Source: an optimization exercise on an open RTL-to-GDS flow (aim: small area and a short achievable clock period). Production flows keep margins and buffers that such runs may drop. The RTL was checked by simulation tests, not by an equivalence proof against the original design. Power and IR drop assume default switching activity.

File: flow/design.v
module fifo(clk,rst,din,dout,wen,ren,full,empty,fifo_cnt);
 input clk,rst;     
 input [31:0] din;  
 input wen,ren;               
 output reg [4:0] fifo_cnt;   
 output reg [31:0] dout;      
 output full,empty;           
 reg [31:0] mem [0:15];       
 reg [3:0] rptr,wptr;         
 assign empty = (fifo_cnt == 0)? 1 : 0;
 assign full  = (fifo_cnt == 16)? 1 : 0;
 always @(posedge clk)begin
  if(!rst)
   fifo_cnt <= 0;   
  else begin
   case ({wen,ren})
    2'b00: fifo_cnt <= fifo_cnt;   
    2'b01: fifo_cnt <= (fifo_cnt==0) ? 0: fifo_cnt - 1;    
    2'b10: fifo_cnt <= (fifo_cnt==16) ? 16: fifo_cnt + 1;  
    2'b11: fifo_cnt <= (fifo_cnt==0) ? 1: fifo_cnt;   
   endcase
  end
 end
always @(posedge clk) begin
 if(!rst) begin
  wptr <=0;   
  rptr <=0;   
 end
 else begin
  wptr <= ((wen && !full)) || ((wen && ren)) ? wptr + 1 : wptr;
  rptr <= ((ren && !empty)) ? rptr + 1 : rptr;
 end
end
always @(posedge clk) begin
 if(wen && !full)
  mem[wptr] <=din;  
 else if (wen && ren)
  mem[wptr] <=din;
end
always @(posedge clk) begin
 if(ren && !empty) begin
  dout <= mem[rptr];   
end
end
endmodule
File: flow/run.sh
#!/bin/bash
# synth_recipe.tcl (not shown) runs the flow's synth.tcl, then flattens the netlist and writes it again
# the make line also repeats each setting of config.mk as NAME=value (left out here)
make -C /OpenROAD-flow-scripts/flow DESIGN_CONFIG=/design/flow/config.mk WORK_HOME=/design/flow/orfs CLKGATE_MAP_FILE= SYNTH_SCRIPT=/design/flow/synth_recipe.tcl finish
File: flow/config.mk
export PLATFORM = sky130hd
export DESIGN_NAME = fifo
export DESIGN_NICKNAME = fifo
export VERILOG_FILES = /design/flow/design.v
export SDC_FILE = /design/flow/constraint.sdc
export NUM_CORES = 4
export LEC_CHECK = 0
export CAP_MARGIN = 20
export CORE_MARGIN = 2
export CORE_UTILIZATION = 40
export SETUP_SLACK_MARGIN = 0.7
export SLEW_MARGIN = 20
File: flow/constraint.sdc
create_clock -name core_clock -period 2.4 [get_ports {clk}]
set_input_delay 0.4800 -clock core_clock [delete_from_list [all_inputs] [get_ports {clk}]]
set_output_delay 0.4800 -clock core_clock [all_outputs]
set_load 0.01 [all_outputs]
==> summary.txt, run 1 <==
number of inserted filler cells in the final layout=3,947; library cell occupying the most area in the post-synthesis netlist=sky130_fd_sc_hd__edfxtp_1; power density relative to cell area=882 mW/mm²; shortest clock period the worst path allows after layout=2.25 ns; reg-to-reg startpoint=fifo_cnt[0]; post-CTS clock slew at the launch and capture registers of the worst setup and hold paths=0.06 ns; WP data required=2.76 ns; count of warnings emitted by yosys=1; Die X-Extent=233 µm; max cap viols=0; Hold/Removal Path Class=reg2reg; summed instance area of the synthesized netlist=0.0210 mm²; via count of the first global-routing pass=10,900; destination of the critical timing path=mem[15][4]; drt initial violations=854; vias after detailed routing=10,600; Final Power=24.6 mW; first-pass GRT wire length=75.5 mm; Critical Path Source=fifo_cnt[0]; run status=no timing/DRC/antenna violations; iteration count of the initial detailed-routing pass=5; number of synthesized register bits=557; Setup Crit Path Kind=reg2reg; Nets=1,265; post-DR vias/cell=5.44; average wire per cell in the routed design=26.9 µm; Worst Reg-to-Reg Cells=11; register-to-register path setup slack=0.15 ns; GRT Total Usage=19.6%; unrepaired setup endpoints after global routing=yes; synthesis-to-finish area growth=32.4%; FP Rows=84; antenna violation net count after detailed routing=0; count of H-tree levels built during CTS=2; critical path arrival=2.61 ns; insertion delay to the later sink of the worst-skew pair=0.60 ns; Pleak=9.18 nW; fraction of post-synthesis cell area in the top cell type by area=77.6%; buffers added on ports=74; vertical extent of the die=233 µm; syn nets=991; placer's final routability congestion estimate=0.774; CTS tree=done; count of hold buffers inserted by post-cts repair=0; antenna violations before repair=0; average footprint of a synthesized cell=22.2 µm²; timing-limited maximum frequency=445 MHz; transition time at the pin with the least slew margin=0.738 ns; area enclosed by the die boundary=0.0545 mm²; setup skew after layout=0.0159 ns; post-synth cell types=41; normalized max-slew margin=50.6%; CP endpoint kind=flop; part of the Yosys area used for sequential elements=78.9%; DRC viols=0; total wirelength of the detailed-routed design=52.6 mm; final clock period utilization by the worst path=93.7%; r2r endpoint=mem[15][4]; CP Launch Type=flop; largest buffer count on any clock path=3; count of final setup violators=0; cell chosen for the clock root=sky130_fd_sc_hd__clkbuf_16; final hold slack=0.606 ns; biggest area contributors in the synthesized netlist=sky130_fd_sc_hd__edfxtp_1 (78%), sky130_fd_sc_hd__mux4_2 (14%), sky130_fd_sc_hd__a22oi_1 (2.3%); CTS sink count=557; area of the core region=0.0522 mm²; utilization of the core after routing=53.3%; GRT overflow=0; max-slew violation total from the final report=0; top fanout value on the critical path=4; Synth Instances=947; initial cell density of the core=40.3%; antenna diode count=0; number of failing hold endpoints at the final stage=0; number of primary I/O pins=75; fraction of final layout cells with drive strength greater than 1=40.8%; pin count of the biggest net entering global routing=37; VDD IR max=0.588 mV; DP Wirelength=29.8 mm; number of CTS-inserted buffers=56
==> kinds of logic after synthesis <==
logic type / after synthesis / share of synthesized area (%)
adder cells (fa/ha/maj): 8 / 0.476
multiplexers: 130 / 13.8
AO/OA/AOI/OAI: 84 / 2.97
flip-flops: 557 / 78.9
AND/OR/NAND/NOR: 98 / 2.27
buffers and inverters: 62 / 1.29
XOR/XNOR: 8 / 0.333
==> power by group <==
| group | leakage (nW) | total [mW] | internal, mW | switching, mW |
|---|---|---|---|---|
| registers | 5.04 | 11.1 | 11.0 | 0.109 |
| clock network | 0.882 | 8.69 | 5.00 | 3.68 |
| logic | 3.26 | 4.74 | 2.62 | 2.12 |
==> cell type report <==
cell class                 count  area [µm²]  area share, %
clock buffer                  64        1450           5.21
clock inverter                39         373           1.34
inverter                       9        65.1          0.233
multi-input combinational    328        4700           16.9
sequential                   557       16600           59.6
tap                          688         861           3.09
timing repair buffer         268        3780           13.6
timing repair inverter         1        11.3         0.0404
==> synthesized netlist by cell type (all sizes together) <==
library cell / number
a211o: 1
a21boi: 2
a21oi: 2
a221oi: 1
a22oi: 65
a31oi: 1
a41oi: 1
and2: 7
and3: 4
buf: 22
clkbuf: 31
dfxtp: 13
edfxtp: 544
ha: 8
inv: 9
mux2i: 2
mux4: 128
nand2: 46
nand2b: 4
nand3: 4
nand3b: 1
nand4: 1
nor2: 15
nor2b: 5
nor3: 7
nor3b: 2
o211ai: 2
o21a: 1
o21ai: 5
o311a: 1
o31a: 1
o31ai: 1
or3b: 1
or4b: 1
xnor2: 7
xor2: 1
==> layer usage <==
metal	global-route usage, %	up-vias	share of wire, %
li1	-	4548	-
met1	25.5	5617	40
met2	33.5	385	51
met3	2.75	87	5.4
met4	7.29	0	3.3
met5	0	-	0
==> sequential cells by signal (all words and copies together) (netlist names) <==
register / count
fifo_cnt: 5
rptr: 4
wptr: 4
dout: 32
mem: 512
==> worst max-delay path: stages, from the launching register on <==
cell and delay (ns):
sky130_fd_sc_hd__dfxtp_4 0.35, sky130_fd_sc_hd__inv_4 0.06, sky130_fd_sc_hd__ha_4 0.13, sky130_fd_sc_hd__buf_4 0.10, sky130_fd_sc_hd__or3b_4 0.41, sky130_fd_sc_hd__o211ai_4 0.26
sky130_fd_sc_hd__buf_6 0.16, sky130_fd_sc_hd__buf_12 0.11, sky130_fd_sc_hd__nor2_4 0.05, sky130_fd_sc_hd__buf_12 0.15, sky130_fd_sc_hd__buf_8 0.12, sky130_fd_sc_hd__buf_16 0.12
==> worst min path at each step <==
stage | from | to | slack [ns] | cells after the start
finish | wptr[1] | wptr[1] | 0.61 | 2
global route | fifo_cnt[0] | fifo_cnt[0] | 0.63 | 3
CTS | wptr[1] | wptr[1] | 0.59 | 2
detailed placement | fifo_cnt[0] | fifo_cnt[0] | 0.52 | 2
global placement | fifo_cnt[0] | fifo_cnt[0] | 0.51 | 2
floorplan | fifo_cnt[0] | fifo_cnt[0] | 0.51 | 2
==> repair_timing <==
action	CTS	global route
gates cloned	22	6
endpoints found under the setup margin	586	619
gates resized for setup	123	84
setup buffers	71	20
pin swaps	22	21
==> placed cells by master, fill, tap and decap left out, types with 7 or more instances in the layout <==
cell type / netlist / layout
sky130_fd_sc_hd__a22oi_1: 65 / 14
sky130_fd_sc_hd__a22oi_2: 0 / 51
sky130_fd_sc_hd__buf_12: 0 / 64
sky130_fd_sc_hd__buf_16: 0 / 25
sky130_fd_sc_hd__buf_4: 0 / 68
sky130_fd_sc_hd__buf_6: 2 / 31
sky130_fd_sc_hd__clkbuf_1: 31 / 7
sky130_fd_sc_hd__clkbuf_16: 0 / 61
sky130_fd_sc_hd__clkdlybuf4s50_1: 0 / 35
sky130_fd_sc_hd__clkinv_1: 0 / 10
sky130_fd_sc_hd__clkinv_2: 0 / 11
sky130_fd_sc_hd__dlymetal6s2s_1: 0 / 31
sky130_fd_sc_hd__edfxtp_1: 544 / 544
sky130_fd_sc_hd__ha_1: 8 / 7
sky130_fd_sc_hd__mux4_2: 128 / 128
sky130_fd_sc_hd__nand2_1: 45 / 37
sky130_fd_sc_hd__nor2_4: 0 / 13
==> stage by stage <==
| stage | std cells | instance area, µm² | setup WS (ns) | TNS (ns) |
|---|---|---|---|---|
| final | 1954 | 27900 | 0.150 | 0 |
| after global placement | 1732 | 23700 | -0.0113 | -0.369 |
| after CTS | 1928 | 27300 | 0.125 | 0 |
| after global routing | 1954 | 27900 | 0.109 | 0 |
| after floorplan | 947 | 21400 | -0.0169 | -1.62 |
| after detailed placement | 1732 | 23700 | -0.00971 | -0.221 |
==> run 2, diff against run 1 <==
==> flow/design.v (replaced) <==
module fifo(clk,rst,din,dout,wen,ren,full,empty,fifo_cnt);
 input clk,rst;
 input [31:0] din;
 input wen,ren;
 output reg [4:0] fifo_cnt;
 output reg [31:0] dout;
 output full;
 output reg empty;
 reg [31:0] mem [0:15];
 reg [3:0]  rptr, wptr;
 assign full = fifo_cnt[4];
 wire rd = ren & ~empty;            
 wire wr = wen & (~full | ren);     
 always @(posedge clk) begin
  if (!rst) begin
   fifo_cnt <= 5'd0;
   empty    <= 1'b1;
   wptr     <= 4'd0;
   rptr     <= 4'd0;
  end else begin
   fifo_cnt <= fifo_cnt + {4'd0, wr} - {4'd0, rd};
   empty    <= empty ? ~wen : (fifo_cnt == 5'd1 && rd && !wr);
   if (wr) wptr <= wptr + 4'd1;
   if (rd) rptr <= rptr + 4'd1;
  end
 end
 wire slot_we = ~full | (wen & ren);
 integer i;
 always @(posedge clk) begin
  for (i = 0; i < 16; i = i + 1)
   if (slot_we && wptr == i) mem[i] <= din;
 end
 always @(posedge clk) begin
  if (rd) dout <= mem[rptr];
 end
endmodule
--- a/flow/config.mk
+++ b/flow/config.mk
@@ -7,6 +7,6 @@
 export LEC_CHECK = 0
 export CAP_MARGIN = 20
 export CORE_MARGIN = 2
-export CORE_UTILIZATION = 40
-export SETUP_SLACK_MARGIN = 0.7
+export CORE_UTILIZATION = 55
+export SETUP_SLACK_MARGIN = 1.0
 export SLEW_MARGIN = 20
==> summary.txt, run 2 <==
run status=no timing/DRC/antenna violations; count of H-tree levels built during CTS=2; insertion delay to the later sink of the worst-skew pair=0.62 ns; post-synth cell types=47; pre-CTS WS=-0.189 ns; most numerous cell in the Yosys netlist=sky130_fd_sc_hd__edfxtp_1; final setup TNS=0 ns; most instantiated flip-flop cell in the synthesis netlist=sky130_fd_sc_hd__edfxtp_1; buffers added on ports=74; Die X-Extent=199 µm; count of flip-flops with a built-in enable after synthesis=544; unrepaired setup endpoints after global routing=yes; area enclosed by the die boundary=0.0397 mm²; DRC viols=0; CTS sink count=558; CTS tree=done; Finished Cell Area=0.0296 mm²; library cell occupying the most area in the post-synthesis netlist=sky130_fd_sc_hd__edfxtp_1; cell chosen for the clock root=sky130_fd_sc_hd__clkbuf_16; antenna violations before repair=1; register-to-register path setup slack=0.27 ns; max cap viols=0; timing-limited maximum frequency=469 MHz; fraction of final layout cells with drive strength greater than 1=36.2%; total wirelength of the detailed-routed design=70.8 mm; drt initial violations=1,843; fraction of post-synthesis cell area in the top cell type by area=77.9%; largest buffer count on any clock path=3; leading cell type in the layout, fill and taps excluded=sky130_fd_sc_hd__edfxtp_1; placer's final routability congestion estimate=0.795; number of CTS-inserted buffers=54; post-CTS clock slew at the launch and capture registers of the worst setup and hold paths=0.07 ns; ys async rst share=0%; synthesis-to-finish area growth=41.1%; CP Launch Type=flop; Cell Area, Placed=0.0238 mm²; average wire per cell in the routed design=33.9 µm; CP endpoint kind=flop; transition time at the pin with the least slew margin=0.704 ns; antenna violation net count after detailed routing=0; top fanout value on the critical path=16; iteration count of the initial detailed-routing pass=5; area of the core region=0.0376 mm²; count of warnings emitted by yosys=2; Synth Instances=1,201; WP data required=2.76 ns; max-slew violation total from the final report=0; max FFs per register=512; vertical extent of the die=199 µm; count of final setup violators=0; average footprint of a synthesized cell=17.5 µm²; Setup Crit Path Kind=reg2reg; setup skew after layout=0.0210 ns; power density relative to cell area=814 mW/mm²; summed instance area of the synthesized netlist=0.0210 mm²; initial cell density of the core=55.8%; VDD IR max=0.802 mV; antenna diode count=0; biggest area contributors in the synthesized netlist=sky130_fd_sc_hd__edfxtp_1 (78%), sky130_fd_sc_hd__a22oi_1 (3.4%), sky130_fd_sc_hd__a221oi_1 (2.3%); syn nets=1,251; shortest clock period the worst path allows after layout=2.13 ns; Final Worst Setup Slack=0.266 ns; Nets=1,584; Top Registers=mem x512, dout x32, fifo_cnt x5; number of primary I/O pins=75; normalized max-slew margin=52.9%; Pleak=9.92 nW; vias after detailed routing=13,900; GRT Total Usage=33.9%; via count of the first global-routing pass=13,500; number of failing hold endpoints at the final stage=0; final clock period utilization by the worst path=88.9%; FP Rows=71; count of hold buffers inserted by post-cts repair=0; most numerous cell types in the synthesized netlist=sky130_fd_sc_hd__edfxtp_1 (544), sky130_fd_sc_hd__a22oi_1 (94), sky130_fd_sc_hd__nor2_1 (59); Hold/Removal Path Class=in2reg; Biggest register=mem; post-DR vias/cell=6.67; critical path arrival=2.50 ns; pin count of the biggest net entering global routing=37; part of the Yosys area used for sequential elements=79.2%; GRT overflow=0; number of synthesized register bits=558; first-pass GRT wire length=93.3 mm; DP Wirelength=30.7 mm; most used cells in the layout excluding fill and tap cells=sky130_fd_sc_hd__edfxtp_1 (544), sky130_fd_sc_hd__buf_12 (85), sky130_fd_sc_hd__a22oi_1 (78)
==> run 2: changes by cell type after synthesis, sizes merged, moves of 23 or more <==
cell    previous run  this run
o22ai              0        28
nor2              15        59
a22o               0        31
mux2i              2        29
buf               22        45
mux4             128         0
a22oi             65        94
a221oi             1        54
a21oi              2        38
==> run 2: logic make-up after synthesis <==
| family | after synthesis | share of synthesized area, % |
|---|---|---|
| AOI/OAI and AO/OA | 358 | 13.1 |
| xor gates and xnor gates | 9 | 0.376 |
| adders and majority gates | 14 | 0.871 |
| buffers and inverters | 93 | 1.88 |
| DFF | 558 | 79.2 |
| muxes | 34 | 1.65 |
| and+or+nand+nor | 135 | 2.92 |
==> run 2: repair_timing <==
action | CTS | global route
resized for setup | 352 | 57
endpoints found under the setup margin | 606 | 589
gates cloned | 47 | 17
setup buffers | 104 | 29
pin swaps | 22 | 18
hold endpoints to repair | 0 | 0
==> run 2: layer usage <==
| metal | GRT usage [%] | vias up | wire, µm |
|---|---|---|---|
| met3 | 8.64 | 201 | 8240 |
| met4 | 15.6 | 2 | 3670 |
| met1 | 45.3 | 7088 | 25600 |
| met2 | 52.7 | 983 | 33300 |
| met5 | 0 | - | 16 |
| li1 | - | 5675 | - |
==> run 2: stage by stage <==
step	utilization [%]	cells	power, mW	hold slack (ns)
global placement	63.3	1792	13.4	0.519
CTS	76.2	2044	23.7	0.442
floorplan	-	1201	12.6	0.516
global route	78.8	2090	24.7	0.475
detailed placement	63.3	1792	13.5	0.531
finish	78.8	2090	24.1	0.474
==> run 2: cell type report <==
type	instances	area (µm²)
sequential	558	16600
clock inverter	40	556
timing repair buffer	362	5380
tap	511	639
inverter	7	31.3
multi-input combinational	551	4910
clock buffer	61	1430
fill	1942	7980
==> run 2: path summary, 6_finish.rpt <==
check	startpoint	end	cells past startpoint
worst min register to register	mem[0][10]	dout[10]	1
worst max-delay path	rptr[1]	dout[0]	7
worst min-delay path	wen	empty	3
worst max register to register	rptr[1]	dout[0]	7
==> run 2: power breakdown <==
group / internal, mW / total (mW) / leakage (nW) / switching (mW)
Sequential: 11.2 / 11.4 / 5.06 / 0.182
Clock: 5.78 / 9.54 / 0.965 / 3.77
Combinational: 1.56 / 3.13 / 3.90 / 1.56
==> run 2: worst max-delay path: stages (launching register included) <==
cell and delay (ns):
sky130_fd_sc_hd__dfxtp_4 0.38, sky130_fd_sc_hd__inv_4 0.10, sky130_fd_sc_hd__ha_4 0.25, sky130_fd_sc_hd__buf_12 0.14
sky130_fd_sc_hd__a2111o_2 0.26, sky130_fd_sc_hd__buf_12 0.22, sky130_fd_sc_hd__o211ai_1 0.13, sky130_fd_sc_hd__o32a_1 0.36
==> run 3, diff against run 2 <==
==> flow/design.v (replaced) <==
module fifo(clk,rst,din,dout,wen,ren,full,empty,fifo_cnt);
 input clk,rst;
 input [31:0] din;
 input wen,ren;
 output reg [4:0] fifo_cnt;
 output reg [31:0] dout;
 output reg full;
 output reg empty;
 reg [31:0] mem [0:15];
 reg [15:0] rsel, wsel;      
 reg        ne, nf;          
 wire rd  = ren & ne;                
 wire wr  = wen & (nf | ren);        
 wire inc = wr & ~rd;
 wire dec = rd & ~wr;
 wire [4:0] cnt_up = fifo_cnt + 5'd1;
 wire [4:0] cnt_dn = fifo_cnt - 5'd1;
 wire is1  = (fifo_cnt == 5'd1);
 wire is15 = (fifo_cnt == 5'd15);
 wire empty_n = ne ? (is1 & dec) : ~wen;
 wire full_n  = nf ? (is15 & inc) : ~dec;
 always @(posedge clk) begin
  if (!rst) begin
   fifo_cnt <= 5'd0;
   empty    <= 1'b1;
   full     <= 1'b0;
   ne       <= 1'b0;
   nf       <= 1'b1;
   wsel     <= 16'd1;
   rsel     <= 16'd1;
  end else begin
   fifo_cnt <= inc ? cnt_up : dec ? cnt_dn : fifo_cnt;
   empty <= empty_n;
   full  <= full_n;
   ne    <= ~empty_n;
   nf    <= ~full_n;
   if (wr) wsel <= {wsel[14:0], wsel[15]};
   if (rd) rsel <= {rsel[14:0], rsel[15]};
  end
 end
 wire slot_we = nf | (wen & ren);
 integer i;
 always @(posedge clk) begin
  for (i = 0; i < 16; i = i + 1)
   if (slot_we && wsel[i]) mem[i] <= din;
 end
 reg [31:0] rdata;
 always @(*) begin
  rdata = 32'd0;
  for (i = 0; i < 16; i = i + 1)
   rdata = rdata | (mem[i] & {32{rsel[i]}});
 end
 always @(posedge clk) begin
  if (rd) dout <= rdata;
 end
endmodule
--- a/flow/config.mk
+++ b/flow/config.mk
@@ -7,6 +7,6 @@
 export LEC_CHECK = 0
 export CAP_MARGIN = 20
 export CORE_MARGIN = 2
-export CORE_UTILIZATION = 55
-export SETUP_SLACK_MARGIN = 1.0
+export CORE_UTILIZATION = 40
+export SETUP_SLACK_MARGIN = 0.7
 export SLEW_MARGIN = 20
==> summary.txt, run 3 <==
fraction of final layout cells with drive strength greater than 1=19.0%; Finished Cell Area=0.0248 mm²; Setup Crit Path Kind=reg2reg; max cap viols=0; worst stage delay on the critical path=0.76 ns; total wirelength of the detailed-routed design=54.2 mm; cell chosen for the clock root=sky130_fd_sc_hd__clkbuf_16; vias after detailed routing=11,300; average footprint of a synthesized cell=18.8 µm²; most instantiated flip-flop cell in the synthesis netlist=sky130_fd_sc_hd__edfxtp_1; initial cell density of the core=40.5%; first-pass GRT wire length=78.1 mm; synthesis-to-finish area growth=19.5%; CP endpoint kind=flop; internal power of the cells=16.7 mW; slowest cell on the critical path=sky130_fd_sc_hd__and2b_4; total buffers and inverters traversed by the critical path=0; summed instance area of the synthesized netlist=0.0208 mm²; run status=no timing/DRC/antenna violations; antenna diode count=0; count of warnings emitted by yosys=2; normalized max-slew margin=50.1%; largest buffer count on any clock path=3; most numerous cell in the Yosys netlist=sky130_fd_sc_hd__edfxtp_1; Hold Path End=wsel[11]; WP data required=2.63 ns; average wire per cell in the routed design=27.7 µm; switching share of total power=20.1%; setup skew after layout=0.0260 ns; Critical Path, Cell by Cell=a21oi_4 -> and2b_4; utilization of the core after routing=48.4%; final clock period utilization by the worst path=72.1%; CP Launch Type=flop; Cell Area, Placed=0.0228 mm²; top metal layer carrying routed signals=met4; register-to-register path setup slack=0.67 ns; number of primary I/O pins=75; iteration count of the initial detailed-routing pass=5; final setup TNS=0 ns; clock share of power=42.1%; part of the Yosys area used for sequential elements=82.6%; Biggest register=mem; top fanout value on the critical path=32; M1 wire length=22.7 mm; placer's final routability congestion estimate=0.757; shortest clock period the worst path allows after layout=1.73 ns; max FFs per register=512; buffers added on ports=74; Final Power=20.9 mW; Pleak=7.92 nW; count of flip-flops with a built-in enable after synthesis=544; met3 wirelength from detailed routing=3.63 mm; number of CTS-inserted buffers=57; library cell occupying the most area in the post-synthesis netlist=sky130_fd_sc_hd__edfxtp_1; leading cell type in the layout, fill and taps excluded=sky130_fd_sc_hd__edfxtp_1; GRT overflow=0; count of H-tree levels built during CTS=2; drt initial violations=1,192; biggest area contributors in the synthesized netlist=sky130_fd_sc_hd__edfxtp_1 (79%), sky130_fd_sc_hd__a221oi_1 (5.4%), sky130_fd_sc_hd__a22o_1 (5.4%); number of failing hold endpoints at the final stage=0; most numerous cell types in the synthesized netlist=sky130_fd_sc_hd__edfxtp_1 (544), sky130_fd_sc_hd__a221oi_1 (128), sky130_fd_sc_hd__a22o_1 (128); CTS tree=done; GRT Total Usage=20.0%; DP Wirelength=28.2 mm; placed cell count=1,836; critical path arrival=1.96 ns; Nets=1,276; vertical extent of the die=232 µm; critical hold path startpoint=wsel[11]; FP Rows=83; VDD IR max=0.523 mV; Hold/Removal Path Class=reg2reg; CTS sink count=585; timing-limited maximum frequency=578 MHz; most used cells in the layout excluding fill and tap cells=sky130_fd_sc_hd__edfxtp_1 (544), sky130_fd_sc_hd__a22o_1 (128), sky130_fd_sc_hd__a221oi_1 (117); Worst Reg-to-Reg Cells=2; power density relative to cell area=844 mW/mm²; pin count of the biggest net entering global routing=36; post-DR vias/cell=5.80; antenna violation net count after detailed routing=0; ys async rst share=0%; kind of cell adding the most delay to the critical path=simple AND/OR/NAND/NOR gates; transition time at the pin with the least slew margin=0.749 ns; antenna violations before repair=1; Critical Path Source=nf; max-slew violation total from the final report=0; Top Registers=mem x512, dout x32; fraction of post-synthesis cell area in the top cell type by area=78.7%; DRC viols=0; unrepaired setup endpoints after global routing=yes; Synth Instances=1,106; reg-to-reg startpoint=nf; via count of the first global-routing pass=11,500; area of the core region=0.0513 mm²; syn nets=1,148; insertion delay to the later sink of the worst-skew pair=0.62 ns; r2r endpoint=mem[0][20]; post-CTS clock slew at the launch and capture registers of the worst setup and hold paths=0.06 ns; post-synth cell types=33; count of final setup violators=0; met2 wire length=26.6 mm; switching power summed over all nets=4.22 mW; area enclosed by the die boundary=0.0538 mm²; relative contribution of combinational cells to total power=3.6%; number of stages on the worst hold path=2; Die X-Extent=232 µm; sequential share of power=54.3%; number of synthesized register bits=585; final standard cell count with taps included and fillers excluded=1,958
-- run 3: per-layer routing --
layer	vias to the layer above	global-route usage, %
met3	75	2.78
met4	0	5.81
met5	-	0
li1	4892	-
met1	5971	27.4
met2	409	33.4
-- run 3: how the worst max path moves through the flow --
stage                  end  slack [ns]  depth (start not counted)
2_1_floorplan  fifo_cnt[3]        0.42                          8
3_3_place_gp    mem[3][31]       -0.17                          3
3_5_place_dp     mem[2][5]       -0.04                          4
4_1_cts        fifo_cnt[0]        0.62                          1
5_1_grt         mem[0][20]        0.63                          2
6_report        mem[0][20]        0.67                          2
-- run 3: layout make-up --
cell class              count  area (µm²)
clock inverters            29         315
inverters                   7        26.3
clock buffers              74        1530
multi-input cells         444        3480
repair buffers            139        1380
well taps                 680         851
fillers                  4262       26500
flip-flops and latches    585       17200
-- run 3: worst min-delay path, cell delays in order, from the launching register on --
cell and delay, ns:
sky130_fd_sc_hd__dfxtp_1 0.32, sky130_fd_sc_hd__nand2_1 0.05, sky130_fd_sc_hd__a21oi_1 0.05
-- run 3: logic make-up after synthesis --
logic type	after synthesis	share of synthesized area, %
muxes	4	0.193
and+or+nand+nor	131	3.19
DFF	585	82.6
xor gates and xnor gates	2	0.0844
AOI/OAI and AO/OA	296	11.8
buffers and inverters	82	1.72
adders and majority gates	6	0.361
-- run 3: per-stage QoR --
| step | setup slack (ns) | hold WS [ns] |
|---|---|---|
| after floorplan | 0.419 | 0.441 |
| after global placement | -0.166 | 0.453 |
| after detailed placement | -0.0367 | 0.460 |
| after CTS | 0.620 | 0.469 |
| after global routing | 0.634 | 0.484 |
| final | 0.671 | 0.471 |
-- run 3: repair_timing --
item / in CTS / in global routing
setup buffers: 5 / 9
setup endpoints to repair: 280 / 80
hold buffers: 0 / 0
gates cloned: 5 / 0
resized for setup: 182 / 12
pin swaps: 1 / 3
-- run 3: power groups by stage --
stage	Combinational, mW	Sequential, mW	Clock, mW
6_report	0.752	11.4	8.81
5_1_grt	0.820	11.4	9.32
4_1_cts	0.743	11.4	8.95
3_3_place_gp	0.725	11.6	0
3_5_place_dp	0.740	11.6	0
2_1_floorplan	0.321	11.6	0
==> run 4, diff against run 3 <==
--- a/flow/config.mk
+++ b/flow/config.mk
@@ -7,6 +7,6 @@
 export LEC_CHECK = 0
 export CAP_MARGIN = 20
 export CORE_MARGIN = 2
-export CORE_UTILIZATION = 40
-export SETUP_SLACK_MARGIN = 0.7
+export CORE_UTILIZATION = 55
+export SETUP_SLACK_MARGIN = 0.9
 export SLEW_MARGIN = 20
==> summary.txt, run 4 <==
run status=no timing/DRC/antenna violations; CTS sink count=585; count of H-tree levels built during CTS=2; DRC viols=0; largest family of logic cells by synthesized area=compound AO/OA/AOI/OAI gates; buffers added on ports=74; relative contribution of combinational cells to total power=4.8%; area enclosed by the die boundary=0.0393 mm²; placed cell count=1,657; normalized max-slew margin=46.9%; summed instance area of the synthesized netlist=0.0208 mm²; final hold slack=0.363 ns; routing usage on met1=45.6%; critical path arrival=1.17 ns; part of the Yosys area used for sequential elements=82.6%; setup skew after layout=0.0201 ns; vias after detailed routing=12,500; fraction of synthesized area in multiplexers=0.193%; switching share of total power=20.5%; sequential share of power=52.4%; Setup Crit Path Kind=reg2out; max FFs per register=512; CTS tree=done; share of synthesized cell area in full adder, half adder and majority cells=0.361%; CP endpoint kind=output pin; average wire per cell in the routed design=33.7 µm; clock share of power=42.8%; transition time at the pin with the least slew margin=0.797 ns; library cell occupying the most area in the post-synthesis netlist=sky130_fd_sc_hd__edfxtp_1; worst stage delay on the critical path=0.40 ns; biggest area contributors in the synthesized netlist=sky130_fd_sc_hd__edfxtp_1 (79%), sky130_fd_sc_hd__a221oi_1 (5.4%), sky130_fd_sc_hd__a22o_1 (5.4%); antenna violation net count after detailed routing=0; Synth Instances=1,106; WP data required=1.92 ns; final standard cell count with taps included and fillers excluded=1,904; area of the core region=0.0374 mm²; final setup TNS=0 ns; number of synthesized register bits=585; syn nets=1,148; number of failing hold endpoints at the final stage=0; average footprint of a synthesized cell=18.8 µm²; initial cell density of the core=55.5%; Biggest register=mem; most numerous cell in the Yosys netlist=sky130_fd_sc_hd__edfxtp_1; final clock period utilization by the worst path=68.9%; number of CTS-inserted buffers=58; FP Rows=71; post-CTS clock slew at the launch and capture registers of the worst setup and hold paths=0.06 ns; pin count of the biggest net entering global routing=35; Top Registers=mem x512, dout x32; routing layer with the top usage in global route=met2; largest buffer count on any clock path=3; Compound-Gate Fraction of Synth Area=11.8%; synthesized-area fraction occupied by xor and xnor cells=0.0843%; placer's final routability congestion estimate=0.774; post-synthesis share of cell area spent on and, or, nand and nor gates=3.19%; post-synth cell types=33; count of flip-flops with a built-in enable after synthesis=544; total buffers and inverters traversed by the critical path=1; met2 routing resource usage after global routing=53.1%; count of final setup violators=0; cell chosen for the clock root=sky130_fd_sc_hd__clkbuf_16; DP Wirelength=26.9 mm; pre-CTS WS=-0.0376 ns; max cap viols=0; Final Power=21.7 mW; utilization of the core after routing=72.5%; fraction of final layout cells with drive strength greater than 1=33.2%; Pleak=9.06 nW; number of primary I/O pins=75; unrepaired setup endpoints after global routing=yes; Hold/Removal Path Class=in2reg; post-DR vias/cell=6.56; ys async rst share=0%; critical hold path startpoint=wen; slowest cell on the critical path=sky130_fd_sc_hd__edfxtp_1; count of warnings emitted by yosys=2; iteration count of the initial detailed-routing pass=5; fraction of met3 tracks used by global routing=4.26%; GRT Total Usage=32.9%; fraction of post-synthesis cell area in the top cell type by area=78.7%; insertion delay to the later sink of the worst-skew pair=0.62 ns; first-pass GRT wire length=88.6 mm; Cell Area, Placed=0.0224 mm²; kind of cell adding the most delay to the critical path=flip-flops; VDD IR max=0.613 mV; most instantiated flip-flop cell in the synthesis netlist=sky130_fd_sc_hd__edfxtp_1; internal power of the cells=17.3 mW; number of inserted filler cells in the final layout=2,250; Critical Path, Cell by Cell=buf_2; total wirelength of the detailed-routed design=64.1 mm; Critical Path Source=dout[20]; Final Worst Setup Slack=0.747 ns; synthesis-to-finish area growth=30.5%; power density relative to cell area=801 mW/mm²; vertical extent of the die=198 µm; GRT overflow=0; top fanout value on the critical path=1; antenna diode count=0; max-slew violation total from the final report=0; antenna violations before repair=0; timing-limited maximum frequency=605 MHz; most numerous cell types in the synthesized netlist=sky130_fd_sc_hd__edfxtp_1 (544), sky130_fd_sc_hd__a221oi_1 (128), sky130_fd_sc_hd__a22o_1 (128); Die X-Extent=198 µm; drt initial violations=1,418; switching power summed over all nets=4.44 mW; CP Launch Type=flop; Finished Cell Area=0.0271 mm²; shortest clock period the worst path allows after layout=1.65 ns; leading cell type in the layout, fill and taps excluded=sky130_fd_sc_hd__edfxtp_1; Nets=1,387; reg-to-reg startpoint=rsel[0]; most used cells in the layout excluding fill and tap cells=sky130_fd_sc_hd__edfxtp_1 (544), sky130_fd_sc_hd__a22o_1 (125), sky130_fd_sc_hd__a221oi_2 (97); via count of the first global-routing pass=12,100
-- run 4: cell counts after synthesis --
Identical to the previous run, type by type.
-- run 4: per-layer routing --
metal	wire, µm	share of wire, %
met1	25500	40
met2	30800	48
met4	2820	4.4
met3	4960	7.7
met5	0	0
-- run 4: path summary, 6_finish.rpt --
kind / to / slack (ns) / cells after the start
worst max register to register: dout[12] / 0.80 / 4
worst min-delay path: empty / 0.36 / 2
worst max-delay path: dout[20] / 0.75 / 1
worst min register to register: wsel[10] / 0.48 / 2
-- run 4: cells by family after synthesis --
logic type,after synthesis
buf+inv,82
fa+ha+maj,6
mux,4
flops,585
simple gates,131
xor+xnor,2
compound gates,296
-- run 4: power groups by stage --
stage               combinational, mW  sequential (mW)  clock (mW)
floorplan                       0.324             11.6           0
global placement                0.715             11.6           0
detailed placement              0.719             11.6           0
CTS                             0.974             11.4        9.33
global route                     1.09             11.4        9.75
finish                           1.03             11.4        9.29
-- run 4: cell type report --
cell class / count / area (µm²) / share of cell area, %
tap: 511 / 639 / 2.36
clock buffer: 74 / 1590 / 5.85
inverter: 7 / 27.5 / 0.102
timing repair buffer: 242 / 3010 / 11.1
multi-input combinational: 451 / 4230 / 15.6
sequential: 585 / 17200 / 63.6
clock inverter: 34 / 365 / 1.35
-- run 4: what timing repair did --
item,CTS,global route
endpoints found under the setup margin,513,332
resized for setup,319,54
setup buffers,94,28
hold buffers,0,0
pin swaps,34,27
gates cloned,15,2
==> run 5, diff against run 4 <==
==> flow/design.v (replaced) <==
module fifo(clk,rst,din,dout,wen,ren,full,empty,fifo_cnt);
 input clk,rst;
 input [31:0] din;
 input wen,ren;
 output reg [4:0] fifo_cnt;
 output reg [31:0] dout;
 output reg full;
 output reg empty;
 reg [31:0] mem [0:16];
 reg [16:0] rsel, wsel;      
 reg        ne, nf;          
 reg [4:0]  ncnt;            
 wire rd  = ren & ne;                
 wire wr  = wen & (nf | ren);        
 wire inc = wr & ~rd;
 wire dec = rd & ~wr;
 wire [4:0] cnt    = ~ncnt;
 wire [4:0] cnt_up = cnt + 5'd1;
 wire [4:0] cnt_dn = cnt - 5'd1;
 wire [4:0] cnt_n  = inc ? cnt_up : dec ? cnt_dn : cnt;
 wire is1  = (cnt == 5'd1);
 wire is15 = (cnt == 5'd15);
 wire empty_n = ne ? (is1 & dec) : ~wen;
 wire full_n  = nf ? (is15 & inc) : ~dec;
 always @(posedge clk) begin
  if (!rst) begin
   fifo_cnt <= 5'd0;
   ncnt     <= 5'h1f;
   empty    <= 1'b1;
   full     <= 1'b0;
   ne       <= 1'b0;
   nf       <= 1'b1;
   wsel     <= 17'd1;
   rsel     <= 17'd1;
  end else begin
   fifo_cnt <= cnt_n;
   ncnt     <= ~cnt_n;
   empty    <= empty_n;
   full     <= full_n;
   ne       <= ~empty_n;
   nf       <= ~full_n;
   if (wr) wsel <= {wsel[15:0], wsel[16]};
   if (rd) rsel <= {rsel[15:0], rsel[16]};
  end
 end
 integer i;
 always @(posedge clk) begin
  for (i = 0; i < 17; i = i + 1)
   if (wsel[i]) mem[i] <= din;
 end
 wire [16:0] rs = rsel & {17{rd}};
 reg [31:0] dout_n;
 always @(*) begin
  dout_n = dout & {32{~rd}};
  for (i = 0; i < 17; i = i + 1)
   dout_n = dout_n | (mem[i] & {32{rs[i]}});
 end
 always @(posedge clk) dout <= dout_n;
endmodule
--- a/flow/config.mk
+++ b/flow/config.mk
@@ -7,6 +7,8 @@
 export LEC_CHECK = 0
 export CAP_MARGIN = 20
 export CORE_MARGIN = 2
-export CORE_UTILIZATION = 55
-export SETUP_SLACK_MARGIN = 0.9
+export CORE_UTILIZATION = 40
+export CTS_CLUSTER_DIAMETER = 100
+export CTS_CLUSTER_SIZE = 30
+export SETUP_SLACK_MARGIN = 0.8
 export SLEW_MARGIN = 20
==> summary.txt, run 5 <==
max cap viols=0; count of flip-flops with a built-in enable after synthesis=544; CP Launch Type=flop; Critical Path, Cell by Cell=a22oi_2 -> nand2_1 -> or4_4 -> a221oi_2 -> o21ai_1; summed instance area of the synthesized netlist=0.0220 mm²; slowest cell on the critical path=sky130_fd_sc_hd__or4_4; part of the Yosys area used for sequential elements=81.6%; synthesized-area fraction occupied by xor and xnor cells=0.120%; iteration count of the initial detailed-routing pass=7; GRT Total Usage=19.8%; count of final setup violators=0; placed cell count=2,017; Biggest register=mem; worst stage delay on the critical path=0.54 ns; post-synth cell types=32; post-DR vias/cell=5.88; DP Wirelength=30.2 mm; syn nets=1,323; area enclosed by the die boundary=0.0569 mm²; CTS tree=done; shortest clock period the worst path allows after layout=1.61 ns; Hold/Removal Path Class=reg2reg; buffers added on ports=74; Top Registers=mem x544, dout x32; CP endpoint kind=flop; first-pass GRT wire length=82.0 mm; cell chosen for the clock root=sky130_fd_sc_hd__clkbuf_16; GRT overflow=0; Worst Reg-to-Reg Cells=5; fraction of final layout cells with drive strength greater than 1=17.7%; area of the core region=0.0540 mm²; placer's final routability congestion estimate=0.747; final clock period utilization by the worst path=67.3%; most used cells in the layout excluding fill and tap cells=sky130_fd_sc_hd__edfxtp_1 (544), sky130_fd_sc_hd__a22oi_1 (158), sky130_fd_sc_hd__nand2_1 (114); fraction of post-synthesis cell area in the top cell type by area=74.3%; leading cell type in the layout, fill and taps excluded=sky130_fd_sc_hd__edfxtp_1; CTS sink count=624; number of primary I/O pins=75; transition time at the pin with the least slew margin=0.780 ns; most numerous cell in the Yosys netlist=sky130_fd_sc_hd__edfxtp_1; fraction of synthesized area in multiplexers=0%; reg-to-reg startpoint=rsel[11]; power density relative to cell area=730 mW/mm²; Pleak=7.89 nW; kind of cell adding the most delay to the critical path=simple AND/OR/NAND/NOR gates; count of H-tree levels built during CTS=1; ys async rst share=0%; max-slew violation total from the final report=0; count of hold buffers inserted by post-cts repair=0; antenna violations before repair=4; number of synthesized register bits=624; DRC viols=0; post-synthesis share of cell area spent on and, or, nand and nor gates=4.92%; Synth Instances=1,283; most instantiated flip-flop cell in the synthesis netlist=sky130_fd_sc_hd__edfxtp_1; register-to-register path setup slack=0.79 ns; library cell occupying the most area in the post-synthesis netlist=sky130_fd_sc_hd__edfxtp_1; share of synthesized cell area in full adder, half adder and majority cells=0.228%; unrepaired setup endpoints after global routing=yes; final standard cell count with taps included and fillers excluded=2,089; number of failing hold endpoints at the final stage=0; final setup TNS=0 ns; biggest area contributors in the synthesized netlist=sky130_fd_sc_hd__edfxtp_1 (74%), sky130_fd_sc_hd__dfxtp_1 (7.3%), sky130_fd_sc_hd__a22oi_1 (5.5%); count of warnings emitted by yosys=2; WP data required=2.88 ns; normalized max-slew margin=48.0%; most numerous cell types in the synthesized netlist=sky130_fd_sc_hd__edfxtp_1 (544), sky130_fd_sc_hd__a22oi_1 (160), sky130_fd_sc_hd__nand2_1 (115); vertical extent of the die=238 µm; synthesis-to-finish area growth=13.4%; initial cell density of the core=40.7%; total wirelength of the detailed-routed design=57.3 mm; destination of the critical timing path=dout[30]; pin count of the biggest net entering global routing=51; run status=no timing/DRC/antenna violations; VDD IR max=0.548 mV; post-CTS clock slew at the launch and capture registers of the worst setup and hold paths=0.11 ns; largest buffer count on any clock path=3; largest family of logic cells by synthesized area=compound AO/OA/AOI/OAI gates; insertion delay to the later sink of the worst-skew pair=0.59 ns; via count of the first global-routing pass=12,000; Worst path depth=5; Die X-Extent=238 µm; antenna violation net count after detailed routing=0; FP Rows=85; average footprint of a synthesized cell=17.1 µm²; vias after detailed routing=12,300; number of CTS-inserted buffers=24; r2r endpoint=dout[30]; Critical Path Source=rsel[11]; top fanout value on the critical path=8; Nets=1,414; timing-limited maximum frequency=620 MHz; max FFs per register=544; Compound-Gate Fraction of Synth Area=11.5%; drt initial violations=1,522; average wire per cell in the routed design=27.4 µm; critical path arrival=2.09 ns; Setup Crit Path Kind=reg2reg; setup skew after layout=0.0169 ns; total buffers and inverters traversed by the critical path=0
-- run 5: changes by cell type after synthesis, moves of 23 or more --
cell	previous run	this run
sky130_fd_sc_hd__buf_2	40	17
sky130_fd_sc_hd__dfxtp_1	41	80
sky130_fd_sc_hd__a221oi_1	128	31
sky130_fd_sc_hd__a21boi_0	0	32
sky130_fd_sc_hd__nor2_1	3	27
sky130_fd_sc_hd__a222oi_1	0	31
sky130_fd_sc_hd__a21oi_1	34	4
sky130_fd_sc_hd__a22oi_1	0	160
sky130_fd_sc_hd__nand3_1	2	39
sky130_fd_sc_hd__a22o_1	128	31
sky130_fd_sc_hd__clkbuf_1	35	69
sky130_fd_sc_hd__nand2_1	65	115
-- run 5: cell type report --
cell class / instances / area, µm²
diodes: 1 / 2.50
clock buffers: 43 / 693
clock inverters: 1 / 8.76
fillers: 4593 / 29100
inverters: 5 / 18.8
multi-input cells: 566 / 3820
flip-flops and latches: 624 / 18100
well taps: 696 / 871
repair buffers: 153 / 1450
-- run 5: worst min-delay path by stage --
| stage | cells after the start | from | to | slack (ns) |
|---|---|---|---|---|
| after floorplan | 2 | dout[0] | dout[0] | 0.46 |
| after global placement | 2 | dout[11] | dout[11] | 0.43 |
| after detailed placement | 2 | dout[4] | dout[4] | 0.43 |
| after CTS | 2 | dout[4] | dout[4] | 0.44 |
| after global routing | 2 | dout[9] | dout[9] | 0.45 |
| final | 2 | dout[4] | dout[4] | 0.44 |
-- run 5: through the flow --
step,hold WS (ns),util [%],setup slack (ns),instance area (µm²),power (mW)
finish,0.437,46.1,0.786,24900,18.2
global route,0.452,46.1,0.674,24900,18.8
CTS,0.440,45.7,0.727,24700,18.3
detailed placement,0.429,44.2,0.264,23900,13.4
global placement,0.427,44.2,0.233,23900,13.4
floorplan,0.463,-,0.849,22000,12.8
-- run 5: power breakdown --
| part | internal (mW) | total (mW) | switching [mW] |
|---|---|---|---|
| Clock | 2.00 | 5.10 | 3.10 |
| Combinational | 0.381 | 0.930 | 0.549 |
| Sequential | 12.0 | 12.2 | 0.146 |
| Total | 14.4 | 18.2 | 3.80 |
-- run 5: what timing repair did --
item | 4_1_cts | 5_1_grt
pin swaps | 3 | 18
setup endpoints to repair | 71 | 33
gates cloned | 0 | 1
resized for setup | 218 | 38
setup buffers | 19 | 7
-- run 5: logic make-up (layout without fill, tap and decap cells) --
logic type | Yosys count | count (layout)
buffers and inverters | 93 | 202
other | 0 | 1
adder cells (fa/ha/maj) | 4 | 4
AO/OA/AOI/OAI | 320 | 320
XOR/XNOR | 3 | 3
flip-flops | 624 | 624
AND/OR/NAND/NOR | 239 | 239
-- run 5: layer usage --
layer / wire, µm / global-route usage, % / vias to the layer above
met5: 41 / 0 / -
met4: 1190 / 4.62 / 6
met3: 4670 / 3.00 / 69
met2: 26700 / 31.9 / 490
met1: 24700 / 28.6 / 6382
li1: - / - / 5339
-- run 5: tightest hold or removal path: stages, from the launching register on --
cell,delay (ns)
sky130_fd_sc_hd__dfxtp_2,0.33
sky130_fd_sc_hd__nand2_1,0.04
sky130_fd_sc_hd__nand2_1,0.04
==> run 6, diff against run 5 <==
--- a/flow/config.mk
+++ b/flow/config.mk
@@ -7,7 +7,7 @@
 export LEC_CHECK = 0
 export CAP_MARGIN = 20
 export CORE_MARGIN = 2
-export CORE_UTILIZATION = 40
+export CORE_UTILIZATION = 60
 export CTS_CLUSTER_DIAMETER = 100
 export CTS_CLUSTER_SIZE = 30
 export SETUP_SLACK_MARGIN = 0.8
==> summary.txt, run 6 <==
iteration count of the initial detailed-routing pass=6; Top Registers=mem x544, dout x32; count of H-tree levels built during CTS=1; antenna violation net count after detailed routing=0; largest buffer count on any clock path=3; switching share of total power=20.7%; antenna violations before repair=0; critical hold path startpoint=dout[8]; count of hold buffers inserted by post-cts repair=0; area enclosed by the die boundary=0.0382 mm²; Synth Instances=1,283; worst stage delay on the critical path=0.54 ns; kind of cell adding the most delay to the critical path=simple AND/OR/NAND/NOR gates; count of flip-flops with a built-in enable after synthesis=544; Critical Path Source=rsel[4]; number of synthesized register bits=624; max cap viols=0; vertical extent of the die=195 µm; pre-CTS WS=0.305 ns; most used cells in the layout excluding fill and tap cells=sky130_fd_sc_hd__edfxtp_1 (544), sky130_fd_sc_hd__a22oi_1 (159), sky130_fd_sc_hd__nand2_1 (113); Pleak=8.01 nW; leading cell type in the layout, fill and taps excluded=sky130_fd_sc_hd__edfxtp_1; vias after detailed routing=12,600; DRC viols=0; unrepaired setup endpoints after global routing=yes; relative contribution of combinational cells to total power=5.2%; CP Launch Type=flop; library cell occupying the most area in the post-synthesis netlist=sky130_fd_sc_hd__edfxtp_1; CTS sink count=624; max-slew violation total from the final report=0; number of primary I/O pins=75; area of the core region=0.0363 mm²; Hold/Removal Path Class=reg2reg; shortest clock period the worst path allows after layout=1.62 ns; clock share of power=27.8%; slowest cell on the critical path=sky130_fd_sc_hd__or4_4; setup skew after layout=0.0137 ns; Critical Path, Cell by Cell=a22oi_2 -> nand2_1 -> or4_4 -> a221oi_2 -> o21ai_1; most instantiated flip-flop cell in the synthesis netlist=sky130_fd_sc_hd__edfxtp_1; pin count of the biggest net entering global routing=40; Finished Cell Area=0.0248 mm²; part of the Yosys area used for sequential elements=81.6%; buffers added on ports=74; count of warnings emitted by yosys=2; transition time at the pin with the least slew margin=0.816 ns; internal power of the cells=14.4 mW; reg-to-reg startpoint=rsel[4]; total buffers and inverters traversed by the critical path=0; switching power summed over all nets=3.76 mW; insertion delay to the later sink of the worst-skew pair=0.57 ns; GRT overflow=0; drt initial violations=1,614; most numerous cell in the Yosys netlist=sky130_fd_sc_hd__edfxtp_1; critical path arrival=2.10 ns; ys async rst share=0%; normalized max-slew margin=45.6%; WP data required=2.88 ns; average wire per cell in the routed design=30.8 µm; number of CTS-inserted buffers=24; cell chosen for the clock root=sky130_fd_sc_hd__clkbuf_16; average footprint of a synthesized cell=17.1 µm²; post-DR vias/cell=6.67; Biggest register=mem; total wirelength of the detailed-routed design=57.9 mm; Nets=1,435; CTS tree=done; timing-limited maximum frequency=617 MHz; VDD IR max=0.554 mV; final hold slack=0.437 ns; sequential share of power=67.0%; FP Rows=70; fraction of post-synthesis cell area in the top cell type by area=74.3%; max FFs per register=544; first-pass GRT wire length=82.9 mm; Final Worst Setup Slack=0.778 ns; number of failing hold endpoints at the final stage=0; count of final setup violators=0; via count of the first global-routing pass=12,100; DP Wirelength=30.7 mm; Die X-Extent=195 µm; GRT Total Usage=30.6%; final setup TNS=0 ns; summed instance area of the synthesized netlist=0.0220 mm²; synthesis-to-finish area growth=13.0%; CP endpoint kind=flop; post-synth cell types=32; most numerous cell types in the synthesized netlist=sky130_fd_sc_hd__edfxtp_1 (544), sky130_fd_sc_hd__a22oi_1 (160), sky130_fd_sc_hd__nand2_1 (115); power density relative to cell area=732 mW/mm²; post-CTS clock slew at the launch and capture registers of the worst setup and hold paths=0.11 ns; initial cell density of the core=60.5%; top fanout value on the critical path=4; final clock period utilization by the worst path=67.6%; placer's final routability congestion estimate=0.787; syn nets=1,323; run status=no timing/DRC/antenna violations; biggest area contributors in the synthesized netlist=sky130_fd_sc_hd__edfxtp_1 (74%), sky130_fd_sc_hd__dfxtp_1 (7.3%), sky130_fd_sc_hd__a22oi_1 (5.5%); fraction of final layout cells with drive strength greater than 1=18.8%; Cell Area, Placed=0.0237 mm²; Setup Crit Path Kind=reg2reg
## run 6: cell counts after synthesis
No cell type changed its count.
## run 6: layer usage
layer,track usage (%),vias up,routed length (µm)
met3,5.16,69,5580
met5,0,-,0
met4,5.88,0,1110
li1,-,5373,-
met2,48.7,617,27500
met1,45.8,6493,23700
## run 6: path summary, 6_finish.rpt
| check | endpoint | slack (ns) | cells after the start |
|---|---|---|---|
| worst max-delay path | dout[30] | 0.78 | 5 |
| worst min-delay path | dout[8] | 0.44 | 2 |
| worst max register to register | dout[30] | 0.78 | 5 |
| worst min register to register | dout[8] | 0.44 | 2 |
## run 6: logic make-up after synthesis
family | after synthesis | synth area share (%)
adders and majority gates | 4 | 0.228
DFF | 624 | 81.6
buffers and inverters | 93 | 1.68
AOI/OAI and AO/OA | 320 | 11.5
xor gates and xnor gates | 3 | 0.120
and+or+nand+nor | 239 | 4.92
## run 6: through the flow
step	total power, mW	utilization (%)	instances
2_1_floorplan	12.8	-	1283
6_report	18.2	68.3	1881
5_1_grt	18.7	68.3	1880
3_5_place_dp	13.4	65.1	1794
3_3_place_gp	13.4	65.1	1794
4_1_cts	18.2	67.8	1873
## run 6: power by group through the flow
stage                     sequential, mW  clock, mW  combinational (mW)
after floorplan                     12.4          0               0.325
after global placement              12.4          0               0.952
after detailed placement            12.4          0               0.970
after CTS                           12.2       5.11               0.925
after global routing                12.2       5.42                1.03
final                               12.2       5.04               0.944
## run 6: layout make-up
cell class | count | area (µm²)
Antenna cell | 1 | 2.50
Clock buffer | 42 | 689
Clock inverter | 1 | 8.76
Fill cell | 2434 | 11500
Inverter | 5 | 18.8
Multi-Input combinational cell | 566 | 3800
Sequential cell | 624 | 18100
Tap cell | 468 | 586
Timing Repair Buffer | 174 | 1660
## run 6: worst min-delay path: stages (launching register included)
cell,delay [ns]
sky130_fd_sc_hd__dfxtp_2,0.33
sky130_fd_sc_hd__nand2_1,0.05
sky130_fd_sc_hd__nand2_1,0.04
## run 6: repair_timing
action	4_1_cts	5_1_grt
gates resized for setup	211	31
gates cloned	0	0
pin swaps	4	7
setup buffers	36	7
endpoints found under the setup margin	72	33
==> run 7, diff against run 6 <==
==> flow/flow/run.sh (new file) <==
#!/bin/bash
# The standard layout (standard.sh: the standard flow's synthesis and ORFS steps), with
# three changes:
#  - CTS clusters up to 25 sinks within 100 um and inserts no dummy loads,
#  - port buffers start as buf_4 instead of a delay-cell buffer,
#  - the resizer may swap cells across footprints.
set -euo pipefail
export CTS_ARGS="-sink_clustering_enable -repair_clock_nets -sink_clustering_size 25 -sink_clustering_max_diameter 100 -dont_use_dummy_load"
export BUFFER_PORTS_ARGS="-buffer_cell sky130_fd_sc_hd__buf_4"
bash standard.sh MATCH_CELL_FOOTPRINT=0 finish > standard_flow.log 2>&1
==> flow/standard.sh (new file) <==
#!/bin/bash
# synth_recipe.tcl (not shown) runs the flow's synth.tcl, then flattens the netlist and writes it again
# the make line also repeats each setting of config.mk as NAME=value (left out here)
make -C /OpenROAD-flow-scripts/flow DESIGN_CONFIG=/design/flow/config.mk WORK_HOME=/design/flow/orfs CLKGATE_MAP_FILE= SYNTH_SCRIPT=/design/flow/synth_recipe.tcl "${@:-finish}"
--- a/flow/config.mk
+++ b/flow/config.mk
@@ -7,8 +7,6 @@
 export LEC_CHECK = 0
 export CAP_MARGIN = 20
 export CORE_MARGIN = 2
-export CORE_UTILIZATION = 60
-export CTS_CLUSTER_DIAMETER = 100
-export CTS_CLUSTER_SIZE = 30
+export CORE_UTILIZATION = 40
 export SETUP_SLACK_MARGIN = 0.8
 export SLEW_MARGIN = 20
removed: flow/run.sh
==> summary.txt, run 7 <==
run status=no timing/DRC/antenna violations; number of failing hold endpoints at the final stage=0; area of the core region=0.0540 mm²; synthesis-to-finish area growth=14.2%; number of CTS-inserted buffers=28; worst stage delay on the critical path=0.39 ns; iteration count of the initial detailed-routing pass=5; FP Rows=85; Pleak=8.03 nW; WP data required=1.92 ns; ys async rst share=0%; antenna violation net count after detailed routing=0; power density relative to cell area=731 mW/mm²; GRT Total Usage=20.3%; CP Launch Type=flop; average wire per cell in the routed design=28.4 µm; Critical Path, Cell by Cell=buf_4; syn nets=1,323; most used cells in the layout excluding fill and tap cells=sky130_fd_sc_hd__edfxtp_1 (544), sky130_fd_sc_hd__a22oi_1 (156), sky130_fd_sc_hd__buf_4 (120); first-pass GRT wire length=84.3 mm; Critical Path Source=dout[19]; kind of cell adding the most delay to the critical path=flip-flops; cell chosen for the clock root=sky130_fd_sc_hd__clkbuf_16; number of synthesized register bits=624; number of primary I/O pins=75; setup skew after layout=0.0122 ns; slowest cell on the critical path=sky130_fd_sc_hd__dfxtp_1; unrepaired setup endpoints after global routing=yes; Synth Instances=1,283; max cap viols=0; biggest area contributors in the synthesized netlist=sky130_fd_sc_hd__edfxtp_1 (74%), sky130_fd_sc_hd__dfxtp_1 (7.3%), sky130_fd_sc_hd__a22oi_1 (5.5%); reg-to-reg startpoint=rsel[2]; buffers added on ports=74; post-DR vias/cell=6.02; vertical extent of the die=238 µm; insertion delay to the later sink of the worst-skew pair=0.60 ns; top fanout value on the critical path=2; most numerous cell in the Yosys netlist=sky130_fd_sc_hd__edfxtp_1; normalized max-slew margin=50.0%; number of inserted filler cells in the final layout=4,539; average footprint of a synthesized cell=17.1 µm²; max FFs per register=544; Final Power=18.3 mW; final setup TNS=0 ns; placer's final routability congestion estimate=0.761; DP Wirelength=32.2 mm; vias after detailed routing=12,500; initial cell density of the core=40.7%; summed instance area of the synthesized netlist=0.0220 mm²; count of warnings emitted by yosys=2; max-slew violation total from the final report=0; final clock period utilization by the worst path=67.2%; fraction of post-synthesis cell area in the top cell type by area=74.3%; total buffers and inverters traversed by the critical path=1; area enclosed by the die boundary=0.0569 mm²; post-synth cell types=32; GRT overflow=0; CTS sink count=624; Setup Crit Path Kind=reg2out; Nets=1,428; antenna diode count=0; count of H-tree levels built during CTS=1; Top Registers=mem x544, dout x32; total wirelength of the detailed-routed design=59.2 mm; placed cell count=2,013; count of flip-flops with a built-in enable after synthesis=544; Die X-Extent=238 µm; pin count of the biggest net entering global routing=51; DRC viols=0; critical path arrival=1.13 ns; most instantiated flip-flop cell in the synthesis netlist=sky130_fd_sc_hd__edfxtp_1; leading cell type in the layout, fill and taps excluded=sky130_fd_sc_hd__edfxtp_1; final standard cell count with taps included and fillers excluded=2,082; count of final setup violators=0; library cell occupying the most area in the post-synthesis netlist=sky130_fd_sc_hd__edfxtp_1; critical hold path startpoint=wen; Hold/Removal Path Class=in2reg; drt initial violations=1,624; transition time at the pin with the least slew margin=0.749 ns; CP endpoint kind=output pin; via count of the first global-routing pass=12,300; largest buffer count on any clock path=3; timing-limited maximum frequency=620 MHz; shortest clock period the worst path allows after layout=1.61 ns; post-CTS clock slew at the launch and capture registers of the worst setup and hold paths=0.09 ns; antenna violations before repair=1; part of the Yosys area used for sequential elements=81.6%; CTS tree=done; most numerous cell types in the synthesized netlist=sky130_fd_sc_hd__edfxtp_1 (544), sky130_fd_sc_hd__a22oi_1 (160), sky130_fd_sc_hd__nand2_1 (115); fraction of final layout cells with drive strength greater than 1=20.3%; Biggest register=mem; VDD IR max=0.502 mV
## run 7: cell count changes in the layout (fill, tap and decap cells not counted), sizes merged
cell,change
diode,-1
clkdlybuf4s50,-35
clkinv,-1
clkbuf,-11
buf,+21
## run 7: repair_timing
action	4_1_cts	5_1_grt
gates resized for setup	40	55
hold buffers	0	0
endpoints found under the setup margin	49	39
endpoints found under the hold margin	0	0
pin swaps	1	20
setup buffers	13	26
gates cloned	0	2
## run 7: cell families (layout without fill, tap and decap cells)
family                   count (synthesis)  in the layout  share of synthesized area [%]
flip-flops                             624            624                           81.6
AO/OA/AOI/OAI                          320            320                           11.5
AND/OR/NAND/NOR                        239            239                           4.92
buffers and inverters                   93            196                           1.68
adder cells (fa/ha/maj)                  4              4                          0.228
XOR/XNOR                                 3              3                          0.120
## run 7: cell type report
class                   instances  area (µm²)  share of cell area [%]
well taps                     696         871                    3.47
repair buffers                163        1630                    6.50
clock buffers                  28         701                    2.79
flip-flops and latches        624       18000                    71.9
inverters                       5        18.8                  0.0748
multi-input cells             566        3840                    15.3
## run 7: path summary, 6_finish.rpt
path | to | slack, ns | depth (start not counted)
worst min register to register | dout[14] | 0.45 | 2
worst max-delay path | dout[19] | 0.79 | 1
worst max register to register | dout[30] | 0.81 | 6
worst min-delay path | empty | 0.18 | 2
## run 7: through the flow
step,utilization (%),worst slack [ns],hold WS (ns),cell area (µm²)
after floorplan,-,0.849,0.463,22000
after global placement,43.8,0.509,0.432,23700
after detailed placement,43.8,0.474,0.435,23700
after CTS,45.5,0.739,0.160,24600
after global routing,46.5,0.710,0.182,25100
final,46.5,0.787,0.178,25100
## run 7: power by group
| part | total, mW | internal (mW) | switching, mW |
|---|---|---|---|
| registers | 12.2 | 12.0 | 0.178 |
| clock network | 5.19 | 2.09 | 3.10 |
| logic | 0.957 | 0.415 | 0.542 |
## run 7: per-layer routing
layer | global-route usage, % | part of all wire (%) | wire length (µm) | vias up
li1 | - | - | - | 5350
met3 | 2.75 | 8.0 | 4750 | 76
met2 | 33.7 | 49 | 28700 | 590
met4 | 4.60 | 1.9 | 1110 | 2
met1 | 28.7 | 42 | 24600 | 6510
met5 | 0 | 0.014 | 8 | -
## run 7: worst register-to-register path: stages (launching register included)
cell,delay (ns)
sky130_fd_sc_hd__dfxtp_4,0.38
sky130_fd_sc_hd__buf_4,0.14
sky130_fd_sc_hd__a22oi_2,0.14
sky130_fd_sc_hd__nand2_1,0.07
sky130_fd_sc_hd__or4_4,0.49
sky130_fd_sc_hd__a221oi_2,0.18
sky130_fd_sc_hd__o21ai_1,0.09
==> run 8, diff against run 7 <==
--- a/flow/design.v
+++ b/flow/design.v
@@ -6,8 +6,8 @@
  output reg [31:0] dout;
  output reg full;
  output reg empty;
- reg [31:0] mem [0:16];
- reg [16:0] rsel, wsel;      
+ reg [31:0] mem [0:15];
+ reg [15:0] rsel, wsel;      
  reg        ne, nf;          
  reg [4:0]  ncnt;            
  wire rd  = ren & ne;                
@@ -30,8 +30,8 @@
    full     <= 1'b0;
    ne       <= 1'b0;
    nf       <= 1'b1;
-   wsel     <= 17'd1;
-   rsel     <= 17'd1;
+   wsel     <= 16'd1;
+   rsel     <= 16'd1;
   end else begin
    fifo_cnt <= cnt_n;
    ncnt     <= ~cnt_n;
@@ -39,20 +39,21 @@
    full     <= full_n;
    ne       <= ~empty_n;
    nf       <= ~full_n;
-   if (wr) wsel <= {wsel[15:0], wsel[16]};
-   if (rd) rsel <= {rsel[15:0], rsel[16]};
+   if (wr) wsel <= {wsel[14:0], wsel[15]};
+   if (rd) rsel <= {rsel[14:0], rsel[15]};
   end
  end
+ wire slot_we = nf | (wen & ren);
  integer i;
  always @(posedge clk) begin
-  for (i = 0; i < 17; i = i + 1)
-   if (wsel[i]) mem[i] <= din;
+  for (i = 0; i < 16; i = i + 1)
+   if (slot_we && wsel[i]) mem[i] <= din;
  end
- wire [16:0] rs = rsel & {17{rd}};
+ wire [15:0] rs = rsel & {16{rd}};
  reg [31:0] dout_n;
  always @(*) begin
   dout_n = dout & {32{~rd}};
-  for (i = 0; i < 17; i = i + 1)
+  for (i = 0; i < 16; i = i + 1)
    dout_n = dout_n | (mem[i] & {32{rs[i]}});
  end
  always @(posedge clk) dout <= dout_n;
==> summary.txt, run 8 <==
run status=no timing/DRC/antenna violations; count of flip-flops with a built-in enable after synthesis=512; final setup TNS=0 ns; max-slew violation total from the final report=0; fraction of post-synthesis cell area in the top cell type by area=73.3%; number of stages on the worst hold path=1; Critical Path, Cell by Cell=nor2b_4; met2 wire length=28.0 mm; vertical extent of the die=233 µm; Setup Crit Path Kind=reg2reg; placer's final routability congestion estimate=0.726; library cell occupying the most area in the post-synthesis netlist=sky130_fd_sc_hd__edfxtp_1; top fanout value on the critical path=13; power density relative to cell area=734 mW/mm²; synthesis-to-finish area growth=14.4%; normalized max-slew margin=57.4%; Top Registers=mem x512, dout x32; syn nets=1,256; most instantiated flip-flop cell in the synthesis netlist=sky130_fd_sc_hd__edfxtp_1; DRC viols=0; Nets=1,369; total wirelength of the detailed-routed design=60.4 mm; iteration count of the initial detailed-routing pass=6; unrepaired setup endpoints after global routing=yes; DP Wirelength=28.3 mm; most numerous cell in the Yosys netlist=sky130_fd_sc_hd__edfxtp_1; post-CTS clock slew at the launch and capture registers of the worst setup and hold paths=0.10 ns; first-pass GRT wire length=83.0 mm; Biggest register=mem; Final Worst Setup Slack=0.770 ns; top metal layer carrying routed signals=met5; Hold/Removal Path Class=in2reg; most numerous cell types in the synthesized netlist=sky130_fd_sc_hd__edfxtp_1 (512), sky130_fd_sc_hd__a22oi_1 (176), sky130_fd_sc_hd__nand2_1 (85); shortest clock period the worst path allows after layout=1.63 ns; part of the Yosys area used for sequential elements=80.7%; critical path arrival=1.87 ns; kind of cell adding the most delay to the critical path=simple AND/OR/NAND/NOR gates; Worst Reg-to-Reg Cells=1; fraction of final layout cells with drive strength greater than 1=20.0%; WP data required=2.64 ns; area enclosed by the die boundary=0.0543 mm²; count of H-tree levels built during CTS=1; Hold Path End=mem[11][22]; initial cell density of the core=40.7%; timing-limited maximum frequency=614 MHz; utilization of the core after routing=46.5%; setup skew after layout=0.0391 ns; number of failing hold endpoints at the final stage=0; slowest cell on the critical path=sky130_fd_sc_hd__nor2b_4; CP endpoint kind=flop; total buffers and inverters traversed by the critical path=0; cell chosen for the clock root=sky130_fd_sc_hd__clkbuf_16; register-to-register path setup slack=0.77 ns; met3 wirelength from detailed routing=5.54 mm; post-DR vias/cell=6.09; average footprint of a synthesized cell=17.3 µm²; CTS tree=done; number of primary I/O pins=75; GRT overflow=0; buffers added on ports=74; CP Launch Type=flop; count of final setup violators=0; reg-to-reg startpoint=wsel[8]; pre-CTS WS=0.0733 ns; antenna violation net count after detailed routing=0; count of warnings emitted by yosys=2; VDD IR max=0.680 mV; worst stage delay on the critical path=0.65 ns; M1 wire length=25.1 mm; final clock period utilization by the worst path=67.9%; r2r endpoint=mem[8][14]; critical hold path startpoint=din[22]; biggest area contributors in the synthesized netlist=sky130_fd_sc_hd__edfxtp_1 (73%), sky130_fd_sc_hd__dfxtp_1 (7.4%), sky130_fd_sc_hd__a22oi_1 (6.3%); transition time at the pin with the least slew margin=0.638 ns; number of synthesized register bits=590; insertion delay to the later sink of the worst-skew pair=0.61 ns; Critical Path Source=wsel[8]; CTS sink count=590; Die X-Extent=233 µm; Pleak=7.45 nW; summed instance area of the synthesized netlist=0.0210 mm²; max FFs per register=512; pin count of the biggest net entering global routing=46; Synth Instances=1,216; ys async rst share=0%; leading cell type in the layout, fill and taps excluded=sky130_fd_sc_hd__edfxtp_1; average wire per cell in the routed design=30.0 µm; FP Rows=83; GRT Total Usage=21.4%; number of CTS-inserted buffers=27; via count of the first global-routing pass=11,600; most used cells in the layout excluding fill and tap cells=sky130_fd_sc_hd__edfxtp_1 (512), sky130_fd_sc_hd__a22oi_1 (176), sky130_fd_sc_hd__buf_4 (107); area of the core region=0.0516 mm²; Finished Cell Area=0.0240 mm²; vias after detailed routing=12,200; antenna violations before repair=1; largest buffer count on any clock path=3; Cell Area, Placed=0.0224 mm²; post-synth cell types=53; drt initial violations=1,717; max cap viols=0
[run 8: routing by layer]
metal / GRT usage, % / vias to the layer above
met5: 0 / -
met4: 5.31 / 2
met3: 3.80 / 93
met2: 34.1 / 618
met1: 30.4 / 6383
li1: - / 5147
[run 8: worst max-delay path by stage]
stage / to / cells past startpoint
floorplan: mem[0][0] / 4
global placement: mem[8][12] / 4
detailed placement: mem[8][12] / 4
CTS: dout[5] / 1
global route: dout[14] / 5
finish: mem[8][14] / 1
[run 8: logic make-up after synthesis]
kind of cell	Yosys count	synth area share (%)
flops	590	80.7
compound gates	316	11.5
simple gates	214	5.29
buf+inv	88	2.05
fa+ha+maj	4	0.239
xor+xnor	2	0.0835
mux	2	0.119
[run 8: timing repair]
item                       4_1_cts  5_1_grt
resized for setup               81       28
pin swaps                        1        6
setup buffers                   28       11
hold buffers                     0        0
cloned                          16        3
setup endpoints to repair      555      121
[run 8: power breakdown]
group / internal (mW) / switching (mW) / leakage (nW)
registers: 11.4 / 0.192 / 5.30
logic: 0.474 / 0.562 / 1.81
clock network: 2.01 / 3.00 / 0.333
[run 8: final cells by class]
| class | instances | area (µm²) |
|---|---|---|
| clock buffer | 27 | 676 |
| sequential | 590 | 17000 |
| fill | 4355 | 27600 |
| tap | 680 | 851 |
| multi-input combinational | 554 | 3880 |
| antenna | 2 | 5.00 |
| inverter | 3 | 11.3 |
| timing repair buffer | 153 | 1550 |
[run 8: through the flow]
stage                     hold WS (ns)  std cells  power, mW
after floorplan                  0.418       1216       12.2
after global placement           0.429       1922       12.7
after detailed placement         0.448       1922       12.7
after CTS                        0.145       1993       17.7
after global routing             0.167       2007       18.1
final                            0.177       2009       17.6

-- static timing again, ports no longer ideal --
The flow's constraints put no driver on any port. The routed layouts listed below were extracted and timed again, unchanged, in two steps.
Step 1, drivers: a clkbuf_16 drives clk and a buf_2 each remaining input, both assumed.
Step 2, shift: input delay + t, output delay - t, t = (earliest + latest rising clock arrival at the registers) / 2. This alone moves slack from input paths to output paths.
Slacks: no drivers / after step 1 / after step 2; pairs: no drivers / after step 1.
| run | shift t [ns] | setup slack, ns |
|---|---|---|
| run 1 | 0.639 | 0.150 / 0.110 / -0.139 |
| run 2 | 0.665 | 0.266 / 0.266 / 0.028 |
| run 3 | 0.659 | 0.671 / 0.621 / 0.092 |
| run 4 | 0.663 | 0.747 / 0.691 / 0.148 |
| run 5 | 0.645 | 0.786 / 0.747 / 0.278 |
| run 6 | 0.626 | 0.778 / 0.755 / 0.238 |
| run 7 | 0.649 | 0.787 / 0.732 / 0.644 |
| run 8 | 0.640 | 0.770 / 0.760 / 0.449 |
Met with ideal ports but missed after step 2: setup timing in run 1.
